This design comes from an exercise in tuning for small area and a short achievable clock period on the open sky130 flow, not from production work.
Only simulation tests tie the RTL to the original design; equivalence was not proved.

==> flow/config.mk <==
export PLATFORM = sky130hd
export DESIGN_NAME = LDL_crc32_dn_check
export DESIGN_NICKNAME = LDL_crc32_dn_check
export VERILOG_FILES = /design/flow/design.v
export SDC_FILE = /design/flow/constraint.sdc
export NUM_CORES = 4
export LEC_CHECK = 0
export CAP_MARGIN = 20
export CORE_MARGIN = 2
export CORE_UTILIZATION = 40
export SLEW_MARGIN = 20
==> flow/constraint.sdc <==
create_clock -name core_clock -period 24.0 [get_ports {clk}]
set_input_delay 4.8000 -clock core_clock [delete_from_list [all_inputs] [get_ports {clk}]]
set_output_delay 4.8000 -clock core_clock [all_outputs]
set_load 0.01 [all_outputs]
==> flow/design.v <==
module LDL_crc32_d8 (
  input      [ 7:0] data,
  input      [31:0] crc_in,
  output reg [31:0] crc_out
);
always @(*) begin
    crc_out[0] = crc_in[24] ^ crc_in[30] ^ data[0] ^ data[6];
    crc_out[1] = crc_in[24] ^ crc_in[25] ^ crc_in[30] ^ crc_in[31] ^ data[0] ^ data[1] ^ data[6] ^ data[7];
    crc_out[2] = crc_in[24] ^ crc_in[25] ^ crc_in[26] ^ crc_in[30] ^ crc_in[31] ^ data[0] ^ data[1] ^ data[2] ^ data[6] ^ data[7];
    crc_out[3] = crc_in[25] ^ crc_in[26] ^ crc_in[27] ^ crc_in[31] ^ data[1] ^ data[2] ^ data[3] ^ data[7];
    crc_out[4] = crc_in[24] ^ crc_in[26] ^ crc_in[27] ^ crc_in[28] ^ crc_in[30] ^ data[0] ^ data[2] ^ data[3] ^ data[4] ^ data[6];
    crc_out[5] = crc_in[24] ^ crc_in[25] ^ crc_in[27] ^ crc_in[28] ^ crc_in[29] ^ crc_in[30] ^ crc_in[31] ^ data[0] ^ data[1] ^ data[3] ^ data[4] ^ data[5] ^ data[6] ^ data[7];
    crc_out[6] = crc_in[25] ^ crc_in[26] ^ crc_in[28] ^ crc_in[29] ^ crc_in[30] ^ crc_in[31] ^ data[1] ^ data[2] ^ data[4] ^ data[5] ^ data[6] ^ data[7];
    crc_out[7] = crc_in[24] ^ crc_in[26] ^ crc_in[27] ^ crc_in[29] ^ crc_in[31] ^ data[0] ^ data[2] ^ data[3] ^ data[5] ^ data[7];
    crc_out[8] = crc_in[0] ^ crc_in[24] ^ crc_in[25] ^ crc_in[27] ^ crc_in[28] ^ data[0] ^ data[1] ^ data[3] ^ data[4];
    crc_out[9] = crc_in[1] ^ crc_in[25] ^ crc_in[26] ^ crc_in[28] ^ crc_in[29] ^ data[1] ^ data[2] ^ data[4] ^ data[5];
    crc_out[10] = crc_in[2] ^ crc_in[24] ^ crc_in[26] ^ crc_in[27] ^ crc_in[29] ^ data[0] ^ data[2] ^ data[3] ^ data[5];
    crc_out[11] = crc_in[3] ^ crc_in[24] ^ crc_in[25] ^ crc_in[27] ^ crc_in[28] ^ data[0] ^ data[1] ^ data[3] ^ data[4];
    crc_out[12] = crc_in[4] ^ crc_in[24] ^ crc_in[25] ^ crc_in[26] ^ crc_in[28] ^ crc_in[29] ^ crc_in[30] ^ data[0] ^ data[1] ^ data[2] ^ data[4] ^ data[5] ^ data[6];
    crc_out[13] = crc_in[5] ^ crc_in[25] ^ crc_in[26] ^ crc_in[27] ^ crc_in[29] ^ crc_in[30] ^ crc_in[31] ^ data[1] ^ data[2] ^ data[3] ^ data[5] ^ data[6] ^ data[7];
    crc_out[14] = crc_in[6] ^ crc_in[26] ^ crc_in[27] ^ crc_in[28] ^ crc_in[30] ^ crc_in[31] ^ data[2] ^ data[3] ^ data[4] ^ data[6] ^ data[7];
    crc_out[15] = crc_in[7] ^ crc_in[27] ^ crc_in[28] ^ crc_in[29] ^ crc_in[31] ^ data[3] ^ data[4] ^ data[5] ^ data[7];
    crc_out[16] = crc_in[8] ^ crc_in[24] ^ crc_in[28] ^ crc_in[29] ^ data[0] ^ data[4] ^ data[5];
    crc_out[17] = crc_in[9] ^ crc_in[25] ^ crc_in[29] ^ crc_in[30] ^ data[1] ^ data[5] ^ data[6];
    crc_out[18] = crc_in[10] ^ crc_in[26] ^ crc_in[30] ^ crc_in[31] ^ data[2] ^ data[6] ^ data[7];
    crc_out[19] = crc_in[11] ^ crc_in[27] ^ crc_in[31] ^ data[3] ^ data[7];
    crc_out[20] = crc_in[12] ^ crc_in[28] ^ data[4];
    crc_out[21] = crc_in[13] ^ crc_in[29] ^ data[5];
    crc_out[22] = crc_in[14] ^ crc_in[24] ^ data[0];
    crc_out[23] = crc_in[15] ^ crc_in[24] ^ crc_in[25] ^ crc_in[30] ^ data[0] ^ data[1] ^ data[6];
    crc_out[24] = crc_in[16] ^ crc_in[25] ^ crc_in[26] ^ crc_in[31] ^ data[1] ^ data[2] ^ data[7];
    crc_out[25] = crc_in[17] ^ crc_in[26] ^ crc_in[27] ^ data[2] ^ data[3];
    crc_out[26] = crc_in[18] ^ crc_in[24] ^ crc_in[27] ^ crc_in[28] ^ crc_in[30] ^ data[0] ^ data[3] ^ data[4] ^ data[6];
    crc_out[27] = crc_in[19] ^ crc_in[25] ^ crc_in[28] ^ crc_in[29] ^ crc_in[31] ^ data[1] ^ data[4] ^ data[5] ^ data[7];
    crc_out[28] = crc_in[20] ^ crc_in[26] ^ crc_in[29] ^ crc_in[30] ^ data[2] ^ data[5] ^ data[6];
    crc_out[29] = crc_in[21] ^ crc_in[27] ^ crc_in[30] ^ crc_in[31] ^ data[3] ^ data[6] ^ data[7];
    crc_out[30] = crc_in[22] ^ crc_in[28] ^ crc_in[31] ^ data[4] ^ data[7];
    crc_out[31] = crc_in[23] ^ crc_in[29] ^ data[5];
end  
endmodule  
module LDL_crc32_dn
#(parameter
  NUM = 4
)(
  input  [NUM -1:0][7:0] data ,
  input  [$clog2(NUM) -1:0]  bnum,  
  input  [31:0]          crc_in,
  output [31:0]          crc_out
);
wire [NUM-1:0][ 7:0]  d_inv;
wire [NUM  :0][31:0]  connect;
generate
    genvar i;
    for (i=0; i<NUM; i++) begin  
        assign  d_inv[i] = {data[i][0], data[i][1], data[i][2], data[i][3],
                            data[i][4], data[i][5], data[i][6], data[i][7]};
        LDL_crc32_d8  crc32_d8 (
            .data                   ( d_inv[i]               ),  
            .crc_in                 ( connect[i+1]           ),  
            .crc_out                ( connect[i]             )   
        );
    end
endgenerate
assign  connect[NUM] = crc_in;
wire [$clog2(NUM) -1:0]  sel = (bnum == 0) ? 0 : (NUM - bnum);
assign  crc_out = connect[sel];
endmodule  
module LDL_crc32_dn_check
#(parameter
  NUM = 16
)(
  input  [8*NUM -1:0]        data,  
  input  [$clog2(NUM) -1:0]  bnum,  
  input         valid,
  input         eof  ,
  output reg    err  ,
  input         rst_n,
  input         clk
);
reg  [31:0]  crc_in ;
wire [31:0]  crc_out;
always @(posedge clk) begin
    if (!rst_n) begin
        crc_in  <=  '1;
        err  <=  0;
    end
    else if (valid) begin
        crc_in  <= eof ? '1 : crc_out;
        err  <= eof ? (crc_out != 32'hc704dd7b) : 0;
    end
    else
        err  <=  0;
end
LDL_crc32_dn #(
        .NUM                    ( NUM                    )
    ) crc32_dn (
        .data                   ( data                   ),  
        .bnum                   ( eof ? bnum : 0         ),  
        .crc_in                 ( crc_in                 ),  
        .crc_out                ( crc_out                )   
    );
endmodule  
==> flow/run.sh <==
#!/bin/bash
# synth_recipe.tcl (not shown) runs the flow's synth.tcl, then flattens the netlist and writes it again
# the make line also repeats each setting of config.mk as NAME=value (left out here)
make -C /OpenROAD-flow-scripts/flow DESIGN_CONFIG=/design/flow/config.mk WORK_HOME=/design/flow/orfs CLKGATE_MAP_FILE= SYNTH_SCRIPT=/design/flow/synth_recipe.tcl finish
==> metrics.md <==
| Metric | Value |
|---|---|
| Vias in the first global route | 20,800 |
| Number of synthesized flops with an enable pin | 0 |
| Slew @ Worst Pin | 1.21 ns |
| CTS tree | built |
| Level count of the clock H-tree | 2 |
| Routed WL | 118,000 um |
| Clk pin slew, worst setup/hold paths | 0.05 ns |
| Crit-path max cell delay | 0.89 ns |
| Final Setup Violations | 0 |
| Die width | 275 um |
| WP data required | 24.14 ns |
| Initial antenna violation count | 7 |
| Final HPWL DP | 98,700 um |
| Area of the multi-input gates | 28,200 sq um |
| Iter 0 DRT Violations | 2,529 |
| WL per Instance | 33.2 um |
| CP endpoint kind | flip-flop |
| Metal3 WL | 11,100 um |
| Cell Count, Final, Fillers Out | 3,561 |
| # Max-Cap Violations | 0 |
| DIE AREA | 75,700 sq um |
| Max-slew violation count | 0 |
| GRT Overall Usage | 30.9% |
| Setup repair after global routing missed its margin | no |
| # rows | 99 |
| Max Root-Sink Buffers | 2 |
| Period minus WS final | 21.78 ns |
| Post-placement cell area | 31,700 sq um |
| Post-CTS sizing | 0 |
| GR Overflow Total | 0 |
| Met2 wire length | 53,400 um |
| Synthesized cell area | 29,400 sq um |
| Status | finished clean |
| Async set or reset register ratio after synthesis | 0% |
| Cts hold-fix bufs | 0 |
| CTS root buf | clkbuf_16 |
| Layout cells sized above 1 | 12.2% |
| Worst-skew pair later-pin latency | 0.27 ns |
| Max frequency | 0.0459 GHz |
| Synth cell types | 70 |
| Initial DRT Pass Iterations | 5 |
| Largest net degree at the start of global routing | 71 |
| Area Growth Syn to Fin | 8.56% |
| Final instance area | 31,900 sq um |
| Total CTS buffers | 5 |
| Synth Net Count | 2,679 |
| Ys flop type | dfxtp_1 |
| Final Skew | 0.00404 ns |
| Final ANT Viol Nets | 0 |
| I/O pin count | 137 |
| Setup TNS | 0 ns |
| Met1 Routed Length | 49,500 um |
| Ys Warns | 3 |
| Post-CTS repair timing setup buffer count | 0 |
| TritonCTS Sinks | 33 |
| Vias/cell | 5.85 |
| Seq/Total Area, Yosys | 2.25% |
| Core region area | 72,800 sq um |
| Gp weighted congestion | 1.02 |
| Top sig layer | met5 |
| Max_slew headroom | 18.6% |
| Setup CP Type | input pin to flip-flop |
| # fillers | 6,898 |
| Synthesized flop and latch total | 33 |
| Die Ht | 275 um |
| Total number of vias | 20,800 |
| Syn Area/Cell | 11.6 sq um |
| Register cell area after layout | 661 sq um |
| Fin. Hold Viols | 0 |
| Startpoint class of the critical path | input pin |
| First-pass GRT wire length | 165,000 um |
| Placed Instances | 3,550 |
| Crit path max fanout | 16 |
| Final nets | 2,735 |
| Post-route DRC | 0 |
| CP arrival | 21.92 ns |
| Most frequent CP cell | xnor3_1 |
| Mapped Cells | 2,542 |
| Port bufs | 136 |
| Initial core utilization | 40.4% |
| Slowest library cell on the worst path | xnor2_1 |
| Worst min path class | flip-flop to flip-flop |
| Period utilization | 90.8% |
==> path summary, 6_finish.rpt <==
path	from	endpoint	slack, ns	cells after the start
setup / recovery	data[124]	err$_SDFF_PN0_	2.22	32
hold / removal	crc_in[19]$_SDFFE_PN1P_	crc_in[19]$_SDFFE_PN1P_	0.50	2
setup reg to reg	crc_in[27]$_SDFFE_PN1P_	err$_SDFF_PN0_	6.88	31
hold reg to reg	crc_in[19]$_SDFFE_PN1P_	crc_in[19]$_SDFFE_PN1P_	0.50	2
==> synthesized netlist by cell type, types with 4 or more instances <==
library cell / n / area share [%]
xor2_2: 45 / 2.5
xor3_1: 64 / 5.2
dfxtp_1: 33 / 2.2
nand2_1: 140 / 1.8
nor2_1: 112 / 1.4
clkbuf_1: 74 / 0.94
buf_6: 6 / 0.23
a311oi_1: 5 / 0.15
inv_1: 10 / 0.13
a21o_1: 4 / 0.10
xnor2_4: 20 / 1.9
mux2i_1: 18 / 0.61
buf_2: 19 / 0.32
buf_4: 13 / 0.33
mux4_2: 68 / 5.2
xor2_1: 272 / 8.1
xnor3_1: 394 / 30
o21ai_0: 118 / 2.0
a21oi_1: 75 / 1.3
o211ai_1: 16 / 0.41
o221ai_1: 4 / 0.12
o21ai_1: 4 / 0.068
nand3_1: 9 / 0.15
o311ai_0: 4 / 0.12
nor3_1: 14 / 0.24
xor3_2: 10 / 0.85
buf_1: 10 / 0.13
a221oi_1: 8 / 0.24
a31oi_1: 5 / 0.11
xnor3_2: 46 / 3.7
a211oi_1: 16 / 0.41
xnor2_1: 787 / 23
xnor2_2: 60 / 3.3
xor2_4: 6 / 0.56
==> final cells by class <==
class	instances	share of cell area (%)
Timing Repair Buffer	171	5.07
Multi-Input combinational cell	2375	88.4
Inverter	12	0.157
Antenna cell	3	0.0235
Clock buffer	7	0.447
Tap cell	959	3.76
Clock inverter	1	0.0941
Sequential cell	33	2.07
==> per-layer routing <==
metal	vias up	global-route usage, %
li1	8819	-
met1	10600	43.6
met2	1219	48.4
met3	204	5.12
met4	8	9.35
met5	-	0
==> placed cells by master, fill, tap and decap left out, types with 46 or more instances in the layout <==
cell,n
xnor3_2,46
xor3_1,64
clkdlybuf4s50_1,135
xnor2_2,65
a21oi_1,75
xnor3_1,394
xor2_1,271
o21ai_0,118
nand2_1,140
nor2_1,112
mux4_2,68
xnor2_1,782
==> stage by stage <==
| step | setup WS [ns] | hold WS, ns | util [%] |
|---|---|---|---|
| after floorplan | 7.29 | 0.446 | - |
| after global placement | 2.45 | 0.480 | 43.6 |
| after detailed placement | 2.33 | 0.485 | 43.6 |
| after CTS | 2.56 | 0.502 | 43.8 |
| after global routing | 1.98 | 0.524 | 43.8 |
| final | 2.22 | 0.497 | 43.8 |
==> cell families after synthesis <==
kind of cell               count (synthesis)  share of synthesized area, %
adders and majority gates                  1                        0.0426
muxes                                     89                          5.94
AOI/OAI and AO/OA                        286                          5.81
DFF                                       33                          2.25
buffers and inverters                    134                          2.11
xor gates and xnor gates                1704                          79.7
and+or+nand+nor                          295                          4.12
==> sequential cells by signal, indices dropped and copies added (netlist names) <==
register / flops
err: 1
crc_in: 32
==> worst max-delay path: cells and delay by family <==
kind | cells | cell delay (ns)
AOI/OAI and AO/OA | 3 | 1.02
buffers and inverters | 2 | 0.79
and+or+nand+nor | 1 | 0.29
xor gates and xnor gates | 26 | 14.94

## re-timing with driven ports
The results above use ideal ports. As a check the final layout listed here was re-extracted and re-timed, cells and wires unchanged.
Step 1 assumes that a clkbuf_16 drives the clock port and a buf_2 every other input.
Step 2 also shifts input and output timing later by t, the mid clock arrival at the registers, as if the neighbouring blocks saw the same clock.
Three values: no drivers, after step 1, after step 2; two values: the first two.
t (ns): 0.302
setup WS [ns]: 2.218 / 2.223 / 1.921
worst data-port slew with drivers (ns): 0.06
After both steps setup and hold are still met in this run. The setup slack of this run moves by +0.005 ns with the drivers and by -0.297 ns with both steps.
